What follows belongs to an exercise in optimizing a design on an open flow for a short achievable clock period and few clock cycles; a production flow would make more cautious choices.
At most, simulation tests tie the RTL to the original design; equivalence was not proved.
The flow treats the clock pin as an ideal source. Dropping or thinning the clock tree relies on that and would not hold on a real chip.

## alpha
## zoom_coproc
module zoom_coproc(
    input             clk,
    input             rst,
    input      [2:0]  INSTRUCTION,
    input      [7:0]  DATA_IN,
    input      [16:0] MEM_ADDR,
    input             SEL_MEM,
    input             ENABLE,
    output reg [7:0]  DATA_OUT,
    output reg        FLAG_DONE,
    output reg        FLAG_ERROR,
    output            FLAG_ZOOM_MAX,
    output            FLAG_ZOOM_MIN,
    output     [16:0] mem1_rdaddr,
    input      [7:0]  mem1_q,
    output     [16:0] mem1_wraddr,
    output     [7:0]  mem1_wdata,
    output            mem1_wren,
    output     [16:0] mem2_wraddr,
    output     [7:0]  mem2_wdata,
    output            mem2_wren,
    output     [16:0] mem3_rdaddr,
    input      [7:0]  mem3_q,
    output     [16:0] mem3_wraddr,
    output     [7:0]  mem3_wdata,
    output            mem3_wren
);
For scale: roughly 1600 cells after synthesis, roughly 430 flip-flops, about 170 I/O pins, about 17000 um2 of cells after synthesis.
make LEC_CHECK=0 ABC_CLOCK_PERIOD_IN_PS=1800 CAP_MARGIN=20 CORE_MARGIN=2 CORE_UTILIZATION=40 CTS_BUF_LIST=sky130_fd_sc_hd__clkbuf_16 CTS_CLUSTER_DIAMETER=60 CTS_CLUSTER_SIZE=40 SETUP_SLACK_MARGIN=4.0 SLEW_MARGIN=20 TNS_END_PERCENT=100 finish   # period 6.0 ns
run.sh (not shown) runs the stock make flow with config.mk's settings and CLKGATE_MAP_FILE= SYNTH_SCRIPT=/design/flow/synth_recipe.tcl, a recipe that flattens the netlist after the stock synthesis.
alpha reached the final stage; the timing, design-rule and antenna checks on its layout passed.
diff inputs: alpha => beta
# alpha
export LEC_CHECK = 0
export ABC_CLOCK_PERIOD_IN_PS = 1800
export CAP_MARGIN = 20
export CORE_MARGIN = 2
export CORE_UTILIZATION = 40
export CTS_BUF_LIST = sky130_fd_sc_hd__clkbuf_16
export CTS_CLUSTER_DIAMETER = 60
export CTS_CLUSTER_SIZE = 40
export SETUP_SLACK_MARGIN = 4.0
export SLEW_MARGIN = 20
export TNS_END_PERCENT = 100
create_clock -name core_clock -period 6.0 [get_ports {clk}]
# beta
export LEC_CHECK = 0
export ABC_CLOCK_PERIOD_IN_PS = 2000
export CAP_MARGIN = 20
export CORE_MARGIN = 2
export CORE_UTILIZATION = 40
export SETUP_SLACK_MARGIN = 3.8
export SLEW_MARGIN = 20
export TNS_END_PERCENT = 100
create_clock -name core_clock -period 6.0 [get_ports {clk}]
==> notes.md <==
- Compared with alpha, in beta minimum period implied by the final worst setup slack increased by 0.14 ns relative to the old numbers; fmax dropped 5.0%; total area of sequential cells level; non-clock buffer count dropped 6.8%.
- Lower worst-skew pair later-pin latency among alpha and beta: alpha
Function was not checked in any run of this note: the RTL went through the layout flow alone.

========
zoom_coproc, a different RTL version from the one above (not shown whole).
For scale: about 1700 cells after synthesis, ~170 I/O pins, roughly 0.019 mm² of cells after synthesis.
clock: 6.0 ns
lec_check: 0
abc_clock_period_in_ps: 1800
cap_margin: 20
core_margin: 2
core_utilization: 55
setup_slack_margin: 4.2
slew_margin: 20
tns_end_percent: 100
standard.sh (not shown) runs the stock make flow with config.mk's settings and CLKGATE_MAP_FILE= SYNTH_SCRIPT=/design/flow/synth_recipe.tcl, a recipe that flattens the netlist after the stock synthesis.
==> flow/flow/run.sh <==
#!/bin/bash
# Own layout flow: the standard flow (standard.sh), except that the clock
# tree is built by flow/mcts.tcl instead of TritonCTS: the clock port drives 4
# clkbuf_16, each drives a group of leaf clkbuf_8, each leaf a compact,
# balanced cluster of at most 18 flip-flops (two buffer levels, small skew).
# Output-port buffers become buf_8 and the flip-flops driving them dfxtp_4.
# The rest of the CTS step (placement legalisation, timing repair) is ORFS's.
# Each step's full output goes to its own log file in this folder.
set -euo pipefail
W=$(pwd)
bash standard.sh synth > log_1_synth.txt 2>&1
bash standard.sh floorplan place > log_2_floorplan_place.txt 2>&1
rm -rf "$W/scripts_mcts"
cp -r "$FLOW_HOME/scripts" "$W/scripts_mcts"
python3 - "$W" > log_3_patch.txt 2>&1 <<'PY'
import sys
w = sys.argv[1]
p = w + '/scripts_mcts/cts.tcl'
s = open(p).read()
old = 'log_cmd clock_tree_synthesis {*}$cts_args'
assert old in s
s = s.replace(old, 'source %s/flow/mcts.tcl\n'
                   'mcts_build clk 18 4 sky130_fd_sc_hd__clkbuf_16 sky130_fd_sc_hd__clkbuf_8\n'
                   'mcts_upsize_outputs sky130_fd_sc_hd__buf_8\n'
                   'global_connect\n'
                   'set_propagated_clock [all_clocks]' % w)
open(p, 'w').write(s)
print('patched', p)
PY
SCRIPTS_DIR="$W/scripts_mcts" bash standard.sh cts > log_4_cts.txt 2>&1
bash standard.sh finish > log_5_finish.txt 2>&1
==> flow/flow/mcts.tcl <==
# Manual two-level clock tree: the clock port drives NL1 first-level
# clkbuf_16 buffers, each drives a group of leaf buffers, each leaf
# drives a compact cluster of flip-flop clock pins. Clusters are made by
# recursive median bisection of the sink positions, so they are balanced.

proc mcts_split {pts maxn} {
  # pts: list of {x y item}; returns list of clusters (lists of pts)
  if {[llength $pts] <= $maxn} { return [list $pts] }
  set xs {}; set ys {}
  foreach p $pts { lappend xs [lindex $p 0]; lappend ys [lindex $p 1] }
  set xr [expr {[tcl::mathfunc::max {*}$xs] - [tcl::mathfunc::min {*}$xs]}]
  set yr [expr {[tcl::mathfunc::max {*}$ys] - [tcl::mathfunc::min {*}$ys]}]
  set idx [expr {$xr >= $yr ? 0 : 1}]
  set s [lsort -real -index $idx $pts]
  set h [expr {[llength $s] / 2}]
  return [concat [mcts_split [lrange $s 0 [expr {$h - 1}]] $maxn] [mcts_split [lrange $s $h end] $maxn]]
}

proc mcts_split_n {pts n} {
  # split pts into n (power of two) balanced groups
  if {$n <= 1} { return [list $pts] }
  set xs {}; set ys {}
  foreach p $pts { lappend xs [lindex $p 0]; lappend ys [lindex $p 1] }
  set xr [expr {[tcl::mathfunc::max {*}$xs] - [tcl::mathfunc::min {*}$xs]}]
  set yr [expr {[tcl::mathfunc::max {*}$ys] - [tcl::mathfunc::min {*}$ys]}]
  set idx [expr {$xr >= $yr ? 0 : 1}]
  set s [lsort -real -index $idx $pts]
  set h [expr {[llength $s] / 2}]
  set m [expr {$n / 2}]
  return [concat [mcts_split_n [lrange $s 0 [expr {$h - 1}]] $m] [mcts_split_n [lrange $s $h end] $m]]
}

proc mcts_centroid {pts} {
  set sx 0.0; set sy 0.0
  foreach p $pts { set sx [expr {$sx + [lindex $p 0]}]; set sy [expr {$sy + [lindex $p 1]}] }
  set n [llength $pts]
  return [list [expr {int($sx / $n)}] [expr {int($sy / $n)}]]
}

proc mcts_build {clkport leafmax nl1 bufname {leafbuf ""}} {
  set db [ord::get_db]
  set block [ord::get_db_block]
  set master [$db findMaster $bufname]
  if {$leafbuf eq ""} { set leafbuf $bufname }
  set lmaster [$db findMaster $leafbuf]
  set bt [$block findBTerm $clkport]
  set clknet [$bt getNet]
  set pts {}
  foreach it [$clknet getITerms] {
    set inst [$it getInst]
    set bb [$inst getBBox]
    set x [expr {([$bb xMin] + [$bb xMax]) / 2}]
    set y [expr {([$bb yMin] + [$bb yMax]) / 2}]
    lappend pts [list $x $y $it]
  }
  set clusters [mcts_split $pts $leafmax]
  # round the number of leaves to a multiple of nl1 by grouping
  set leaves {}
  set li 0
  foreach c $clusters {
    set cen [mcts_centroid $c]
    set name "mcts_leaf_$li"
    set inst [odb::dbInst_create $block $lmaster $name]
    $inst setLocation [lindex $cen 0] [lindex $cen 1]
    $inst setPlacementStatus PLACED
    set net [odb::dbNet_create $block "mcts_leafnet_$li"]
    $net setSigType CLOCK
    [$inst findITerm X] connect $net
    foreach p $c {
      set it [lindex $p 2]
      $it disconnect
      $it connect $net
    }
    lappend leaves [list [lindex $cen 0] [lindex $cen 1] $inst]
    incr li
  }
  set groups [mcts_split_n $leaves $nl1]
  set gi 0
  foreach g $groups {
    set cen [mcts_centroid $g]
    set name "mcts_l1_$gi"
    set inst [odb::dbInst_create $block $master $name]
    $inst setLocation [lindex $cen 0] [lindex $cen 1]
    $inst setPlacementStatus PLACED
    set net [odb::dbNet_create $block "mcts_l1net_$gi"]
    $net setSigType CLOCK
    [$inst findITerm X] connect $net
    [$inst findITerm A] connect $clknet
    foreach p $g {
      [[lindex $p 2] findITerm A] connect $net
    }
    incr gi
  }
  $clknet setSigType CLOCK
  puts "MCTS leaves [llength $leaves] l1 [llength $groups] sinks [llength $pts]"
}

# Upsize each output port's buffer and the flip-flop that drives it: the
# paths to the outputs are the slowest in the design.
proc mcts_upsize_outputs {bufcell} {
  set block [ord::get_db_block]
  set n 0
  foreach bt [$block getBTerms] {
    if {[$bt getIoType] ne "OUTPUT"} { continue }
    set net [$bt getNet]
    foreach it [$net getITerms] {
      if {![$it isOutputSignal]} { continue }
      set buf [$it getInst]
      if {![regexp {^sky130_fd_sc_hd__(buf|clkbuf|clkdlybuf|dlygate|dlymetal)} [[$buf getMaster] getName]]} { continue }
      replace_cell [$buf getName] $bufcell
      incr n
      foreach bit [$buf getITerms] {
        if {![$bit isInputSignal]} { continue }
        set inet [$bit getNet]
        if {$inet eq "NULL"} { continue }
        foreach fit [$inet getITerms] {
          if {![$fit isOutputSignal]} { continue }
          set ff [$fit getInst]
          if {[regexp {^sky130_fd_sc_hd__dfxtp_[0-9]+$} [[$ff getMaster] getName]]} {
            replace_cell [$ff getName] sky130_fd_sc_hd__dfxtp_4
          }
        }
      }
    }
  }
  puts "MCTS upsized $n output buffers"
}
Testbench counts at the start, summed over its fixed seeds: cycles 6,516,036.
Then changed:
--- a/flow/flow/run.sh
+++ b/flow/flow/run.sh
@@ -4,3 +4,2 @@
-# clkbuf_16, each drives a group of leaf clkbuf_8, each leaf a compact,
-# balanced cluster of at most 18 flip-flops (two buffer levels, small skew).
-# Output-port buffers become buf_8 and the flip-flops driving them dfxtp_4.
+# clkbuf_16, each drives a group of leaf clkbuf_16, each leaf a compact,
+# balanced cluster of about 27 flip-flops (two buffer levels, small skew).
@@ -23,2 +22 @@
-                   'mcts_build clk 18 4 sky130_fd_sc_hd__clkbuf_16 sky130_fd_sc_hd__clkbuf_8\n'
-                   'mcts_upsize_outputs sky130_fd_sc_hd__buf_8\n'
+                   'mcts_build clk 30 4 sky130_fd_sc_hd__clkbuf_16\n'
--- a/flow/flow/mcts.tcl
+++ b/flow/flow/mcts.tcl
@@ -2 +2 @@
-# clkbuf_16 buffers, each drives a group of leaf buffers, each leaf
+# clkbuf_16 buffers, each drives a group of leaf clkbuf_16 buffers, each leaf
@@ -40 +40 @@
-proc mcts_build {clkport leafmax nl1 bufname {leafbuf ""}} {
+proc mcts_build {clkport leafmax nl1 bufname} {
@@ -44,2 +43,0 @@
-  if {$leafbuf eq ""} { set leafbuf $bufname }
-  set lmaster [$db findMaster $leafbuf]
@@ -63 +61 @@
-    set inst [odb::dbInst_create $block $lmaster $name]
+    set inst [odb::dbInst_create $block $master $name]
@@ -97,31 +94,0 @@
-
-# Upsize each output port's buffer and the flip-flop that drives it: the
-# paths to the outputs are the slowest in the design.
-proc mcts_upsize_outputs {bufcell} {
-  set block [ord::get_db_block]
-  set n 0
-  foreach bt [$block getBTerms] {
-    if {[$bt getIoType] ne "OUTPUT"} { continue }
-    set net [$bt getNet]
-    foreach it [$net getITerms] {
-      if {![$it isOutputSignal]} { continue }
-      set buf [$it getInst]
-      if {![regexp {^sky130_fd_sc_hd__(buf|clkbuf|clkdlybuf|dlygate|dlymetal)} [[$buf getMaster] getName]]} { continue }
-      replace_cell [$buf getName] $bufcell
-      incr n
-      foreach bit [$buf getITerms] {
-        if {![$bit isInputSignal]} { continue }
-        set inet [$bit getNet]
-        if {$inet eq "NULL"} { continue }
-        foreach fit [$inet getITerms] {
-          if {![$fit isOutputSignal]} { continue }
-          set ff [$fit getInst]
-          if {[regexp {^sky130_fd_sc_hd__dfxtp_[0-9]+$} [[$ff getMaster] getName]]} {
-            replace_cell [$ff getName] sky130_fd_sc_hd__dfxtp_4
-          }
-        }
-      }
-    }
-  }
-  puts "MCTS upsized $n output buffers"
-}
Settings changed: CORE_UTILIZATION 55 to 40.
Result: The new run passed the timing, design-rule and antenna checks; setup slack is worse by 0.0036 ns; flip-flop and latch count is unchanged; cell area falls by 2.2%; global-route usage came out lower by 5.1 points.
Then changed:
--- a/flow/flow/run.sh
+++ b/flow/flow/run.sh
@@ -4,2 +4,3 @@
-# clkbuf_16, each drives a group of leaf clkbuf_16, each leaf a compact,
-# balanced cluster of about 27 flip-flops (two buffer levels, small skew).
+# clkbuf_16, each drives a group of leaf clkbuf_8, each leaf a compact,
+# balanced cluster of at most 18 flip-flops (two buffer levels, small skew).
+# Output-port buffers become buf_8 and the flip-flops driving them dfxtp_4.
@@ -22 +23,2 @@
-                   'mcts_build clk 30 4 sky130_fd_sc_hd__clkbuf_16\n'
+                   'mcts_build clk 18 4 sky130_fd_sc_hd__clkbuf_16 sky130_fd_sc_hd__clkbuf_8\n'
+                   'mcts_upsize_outputs sky130_fd_sc_hd__buf_8\n'
--- a/flow/flow/mcts.tcl
+++ b/flow/flow/mcts.tcl
@@ -2 +2 @@
-# clkbuf_16 buffers, each drives a group of leaf clkbuf_16 buffers, each leaf
+# clkbuf_16 buffers, each drives a group of leaf buffers, each leaf
@@ -40 +40 @@
-proc mcts_build {clkport leafmax nl1 bufname} {
+proc mcts_build {clkport leafmax nl1 bufname {leafbuf ""}} {
@@ -43,0 +44,2 @@
+  if {$leafbuf eq ""} { set leafbuf $bufname }
+  set lmaster [$db findMaster $leafbuf]
@@ -61 +63 @@
-    set inst [odb::dbInst_create $block $master $name]
+    set inst [odb::dbInst_create $block $lmaster $name]
@@ -94,0 +97,24 @@
+
+# Upsize each output port's buffer and the flip-flop that drives it: the
+# paths to the outputs are the slowest in the design.
+proc mcts_upsize_outputs {bufcell} {
+  set n 0
+  foreach port [get_ports -quiet *] {
+    if {[get_property $port direction] ne "output"} { continue }
+    foreach drv [get_pins -quiet -of_objects [get_nets -of_objects $port] -filter "direction == output"] {
+      set buf [get_cells -of_objects $drv]
+      if {![string match "sky130_fd_sc_hd__buf_*" [get_property $buf ref_name]]} { continue }
+      replace_cell $buf $bufcell
+      incr n
+      set in [get_pins -of_objects $buf -filter "direction == input"]
+      foreach fdrv [get_pins -quiet -of_objects [get_nets -of_objects $in] -filter "direction == output"] {
+        set ff [get_cells -of_objects $fdrv]
+        set ref [get_property $ff ref_name]
+        if {[regexp {^sky130_fd_sc_hd__dfxtp_[0-9]+$} $ref]} {
+          replace_cell $ff sky130_fd_sc_hd__dfxtp_4
+        }
+      }
+    }
+  }
+  puts "MCTS upsized $n output buffers"
+}
Settings changed: CORE_UTILIZATION 40 to 55.
Result: This time the run did not get past clock tree synthesis (STA-0100). Synthesized cell count is unchanged. Synthesized area does not change.
Then changed:
--- a/flow/flow/run.sh
+++ b/flow/flow/run.sh
@@ -4,3 +4,2 @@
-# clkbuf_16, each drives a group of leaf clkbuf_8, each leaf a compact,
-# balanced cluster of at most 18 flip-flops (two buffer levels, small skew).
-# Output-port buffers become buf_8 and the flip-flops driving them dfxtp_4.
+# clkbuf_16, each drives a group of leaf clkbuf_16, each leaf a compact,
+# balanced cluster of about 27 flip-flops (two buffer levels, small skew).
@@ -24 +22,0 @@
-                   'mcts_upsize_outputs sky130_fd_sc_hd__buf_8\n'
--- a/flow/flow/mcts.tcl
+++ b/flow/flow/mcts.tcl
@@ -2 +2 @@
-# clkbuf_16 buffers, each drives a group of leaf buffers, each leaf
+# clkbuf_16 buffers, each drives a group of leaf clkbuf_16 buffers, each leaf
@@ -97,24 +96,0 @@
-
-# Upsize each output port's buffer and the flip-flop that drives it: the
-# paths to the outputs are the slowest in the design.
-proc mcts_upsize_outputs {bufcell} {
-  set n 0
-  foreach port [get_ports -quiet *] {
-    if {[get_property $port direction] ne "output"} { continue }
-    foreach drv [get_pins -quiet -of_objects [get_nets -of_objects $port] -filter "direction == output"] {
-      set buf [get_cells -of_objects $drv]
-      if {![string match "sky130_fd_sc_hd__buf_*" [get_property $buf ref_name]]} { continue }
-      replace_cell $buf $bufcell
-      incr n
-      set in [get_pins -of_objects $buf -filter "direction == input"]
-      foreach fdrv [get_pins -quiet -of_objects [get_nets -of_objects $in] -filter "direction == output"] {
-        set ff [get_cells -of_objects $fdrv]
-        set ref [get_property $ff ref_name]
-        if {[regexp {^sky130_fd_sc_hd__dfxtp_[0-9]+$} $ref]} {
-          replace_cell $ff sky130_fd_sc_hd__dfxtp_4
-        }
-      }
-    }
-  }
-  puts "MCTS upsized $n output buffers"
-}
=> This time the run completed with no timing, DRC or antenna violations; synthesized cell count stays the same; synthesized area does not change.
In the first, second and fourth runs of this note the design's own scripts or RTL, not TritonCTS, make the clock network.

==> afterwards: timing with drivers on the ports <==
The results above use ideal ports. As a check the final layouts listed here were re-extracted and re-timed, cells and wires unchanged. Step 1 assumes that a clkbuf_16 drives the clock port and a buf_2 every other input. Step 2 times the ports against the registers' clock, not the clock port: input delays grow and output delays shrink by t, the midpoint of the rising clock arrivals with the driver on. Three values: ideal ports, drivers, drivers and shift; two values: the first two.
run | t, ns | slack for setup (ns) | cell pins on the clock port's net
alpha | 0.601 | 3.346 / 3.346 / 3.346 | 1
beta | 0.633 | 3.207 / 3.207 / 3.207 | 1
the first run of note 2 | 0.441 | 3.973 / 3.867 / 3.783 | 4
the second run of note 2 | 0.471 | 3.970 / 3.850 / 3.742 | 4
the fourth run of note 2 | 0.442 | 3.998 / 3.892 / 3.767 | 4
After both steps setup and hold are still met in every run listed. The setup slack of the fourth run of note 2, which loses most, moves by -0.106 ns with the drivers and by -0.231 ns with both steps.
